Background: an optimization exercise with open tools, aiming at small area and a short achievable clock period. Do not read the settings as production practice.
Where RTL was checked, it was by simulation tests only, not by an equivalence proof against the original.
Power figures rest on the tool's default switching activity, not on a simulated workload.

==> job 7827: inputs <==
==> flow/design.v (excerpt) <==
module SCPU(
    clk, rst_n, in_valid, instruction, MEM_out,
    busy, out_valid,
    out0, out1, out2, out3, out4, out5, out6, out7,
    out8, out9, out10, out11, out12, out13, out14, out15,
    WEN, ADDR, MEM_in
);
input clk, rst_n, in_valid;
input [18:0] instruction;
input signed [15:0] MEM_out;
output busy;
output reg out_valid;
output reg signed [15:0] out0, out1, out2, out3, out4, out5, out6, out7,
                         out8, out9, out10, out11, out12, out13, out14, out15;
output reg WEN;
output signed [15:0] MEM_in;
output reg [12:0] ADDR;
assign busy = 1'b0;
wire [15:0] rf [0:15];
assign rf[0] = out0;
assign rf[1] = out1;
assign rf[2] = out2;
assign rf[3] = out3;
assign rf[4] = out4;
assign rf[5] = out5;
assign rf[6] = out6;
assign rf[7] = out7;
assign rf[8] = out8;
assign rf[9] = out9;
assign rf[10] = out10;
assign rf[11] = out11;
assign rf[12] = out12;
assign rf[13] = out13;
assign rf[14] = out14;
assign rf[15] = out15;
reg v1;
reg [18:0] i1;
always @(posedge clk or negedge rst_n)
    if (!rst_n) v1 <= 1'b0; else v1 <= in_valid;
always @(posedge clk) i1 <= instruction;
reg v2;
reg [2:0] op2;
reg [3:0] rs2, rt2;
reg [7:0] imm2;
always @(posedge clk or negedge rst_n)
    if (!rst_n) v2 <= 1'b0; else v2 <= v1;
always @(posedge clk) begin
    op2  <= i1[18:16];
    rs2  <= i1[15:12];
    rt2  <= i1[11:8];
    imm2 <= i1[7:0];
end
wire [15:0] rs_oh2 = 16'd1 << rs2;
reg [15:0] rs_val;
integer rs_i;
always @(*) begin
    rs_val = 16'd0;
    for (rs_i = 0; rs_i < 16; rs_i = rs_i + 1)
  ...
Settings: LEC_CHECK=0, ABC_AREA=1, CAP_MARGIN=20, CORE_MARGIN=2, CORE_UTILIZATION=40, SETUP_SLACK_MARGIN=3.6, SLEW_MARGIN=20; clock period 6.8 ns.
run.sh (not shown) runs the stock make flow with config.mk's settings and CLKGATE_MAP_FILE= SYNTH_SCRIPT=/design/flow/synth_recipe.tcl, a recipe that flattens the netlist after the stock synthesis.
==> job 8456 (differences from job 7827) <==
--- a/flow/design.v
+++ b/flow/design.v
@@ -45,17 +45,18 @@
 always @(posedge clk or negedge rst_n)
     if (!rst_n) v2 <= 1'b0; else v2 <= v1;
 always @(posedge clk) begin
     op2  <= i1[18:16];
     rs2  <= i1[15:12];
     rt2  <= i1[11:8];
     imm2 <= i1[7:0];
 end
-wire [15:0] rs_oh2 = 16'd1 << rs2;
+reg [15:0] rs_oh2;
+always @(posedge clk) rs_oh2 <= 16'd1 << i1[15:12];
 reg [15:0] rs_val;
 integer rs_i;
 always @(*) begin
     rs_val = 16'd0;
     for (rs_i = 0; rs_i < 16; rs_i = rs_i + 1)
         rs_val = rs_val | ({16{rs_oh2[rs_i]}} & rf[rs_i]);
 end
 wire [15:0] rt_oh2 = 16'd1 << rt2;
==> flow/flow/run.sh (new file) <==
#!/bin/bash
# The standard layout (standard.sh, standard synthesis included), except that
# the input and output ports are buffered with plain buffers (buf_2) instead of
# the delay cells buffer_ports picks by default. The make output goes to
# standard.log; ORFS keeps each tool's own log under orfs/logs/.
set -euo pipefail
export BUFFER_PORTS_ARGS="-buffer_cell sky130_fd_sc_hd__buf_2"
bash standard.sh > standard.log 2>&1
==> flow/standard.sh (new file) <==
#!/bin/bash
# synth_recipe.tcl (not shown) runs the flow's synth.tcl, then flattens the netlist and writes it again
# the make line also repeats each setting of config.mk as NAME=value (left out here)
make -C /OpenROAD-flow-scripts/flow DESIGN_CONFIG=/design/flow/config.mk WORK_HOME=/design/flow/orfs CLKGATE_MAP_FILE= SYNTH_SCRIPT=/design/flow/synth_recipe.tcl "${@:-finish}"
- SETUP_SLACK_MARGIN: 3.6 -> 4.1
removed: flow/run.sh
==> summary.md <==
| Metric | Value |
|---|---|
| Largest net degree at the start of global routing | 154 |
| R2R cell count | 8 |
| WP data arrival | 3260 ps |
| R2R setup slack | ~4000 ps |
| Non-clk bufs | 476 |
| Status | finished clean |
| Global-route wire length before repair | between 200000 and 250000 um |
| Clk Latency, worst-skew pair | about 630 ps |
| Routed length on met3 | between 20000 and 25000 um |
Source of the figures above: job 8456

==> summary.md <==
| Metric | Value |
|---|---|
| Global-route wire length before repair | 245000 um |
| WP data arrival | 1890 ps |
| Routed length on met3 | roughly 26000 um |
| Largest net degree at the start of global routing | around 130 |
| Clk Latency, worst-skew pair | around 670 ps |
| R2R setup slack | 3650 ps |
| Status | finished clean |
| R2R cell count | 12 |
Source of the figures above: job 7827

The RTL of job 8456 was laid out without a check of its function.


==> build 90: inputs <==
Another version of the RTL of SCPU (not shown whole).
Settings: LEC_CHECK=0, ABC_CLOCK_PERIOD_IN_PS=2800, CAP_MARGIN=20, CORE_MARGIN=2, CORE_UTILIZATION=40, SETUP_SLACK_MARGIN=4.0, SLEW_MARGIN=20; clock period 6.8 ns.
Stock flow here: none of the scripts above is used.
==> build 31: changes against build 90 <==
ABC_CLOCK_PERIOD_IN_PS = not set   (was 2800)
SETUP_SLACK_MARGIN = not set   (was 4.0)
==> comparison table <==
Clock-pin transition on the worst setup and hold timing paths: build 90 0.07 ns; build 31 0.06 ns
Power in the clock group: build 90 3190 uW; build 31 3340 uW
Switching share of power: build 90 48.2%; build 31 49.0%
Share of final-layout standard cells stronger than drive strength 1: build 90 29.2%; build 31 7.12%
RSZ-0062 raised after global routing: build 90 true; build 31 false
Post-layout instance area: build 90 0.0440 mm2; build 31 0.0376 mm2
Final layout net count: build 90 4,444; build 31 4,019
Number of vias after detailed routing: build 90 33,900; build 31 30,900
Most common cell after layout, fill and taps aside: build 90 sky130_fd_sc_hd__buf_4; build 31 sky130_fd_sc_hd__nor2_1
Global-route met2 utilization: build 90 58.7%; build 31 58.1%
Hold EP: build 90 l5[2]; build 31 rt2[0]
Overall Power: build 90 26,100 uW; build 31 22,200 uW
Via count of the first global-routing pass: build 90 30,600; build 31 28,300
Reported leakage power: build 90 0.0191 uW; build 31 0.0157 uW
N_diodes: build 90 5; build 31 2
Crit path required time: build 90 7.31 ns; build 31 7.35 ns
Latest clock arrival within the worst-skew pair: build 90 0.66 ns; build 31 0.65 ns
Utilization after layout: build 90 56.6%; build 31 48.3%
Wire per inst: build 90 31.1 um; build 31 31.5 um
Run status: build 90 finished clean; build 31 finished clean
Metal1 wirelength: build 90 62,600 um; build 31 60,500 um
Minimum period implied by the final worst setup slack: build 90 3.34 ns; build 31 4.28 ns
Total CTS buffers: build 90 56; build 31 57
No run of this note included a check of the RTL's function; only the layout flow was run.

-- port drivers added, routing unchanged --
No port has a modelled driver above. Below, the same layouts with a new extraction and two added sets of constraints. Step 1 (the two cells are an assumption about what drives the block):
set clk [get_ports {clk}]
set_driving_cell -lib_cell sky130_fd_sc_hd__clkbuf_16 $clk
set_driving_cell -lib_cell sky130_fd_sc_hd__buf_2 [delete_from_list [all_inputs] $clk]
Step 2, shift: input delay + t, output delay - t, t = (earliest + latest rising clock arrival at the registers) / 2. This alone moves slack from input paths to output paths. a / b / c = ideal / step 1 / step 2; a / b = the first two.
| run | t (ns) | setup WS [ns] | latest minus earliest clock arrival (ns) |
|---|---|---|---|
| job 7827 | 0.726 | 3.545 / 3.478 / 3.651 | 0.028 / 0.028 |
| job 8456 | 0.684 | 4.015 / 4.015 / 4.015 | 0.030 / 0.030 |
| build 90 | 0.709 | 3.456 / 3.456 / 3.456 | 0.050 / 0.050 |
| build 31 | 0.705 | 2.525 / 2.525 / 2.525 | 0.040 / 0.039 |
After both steps setup and hold are still met in every run listed.
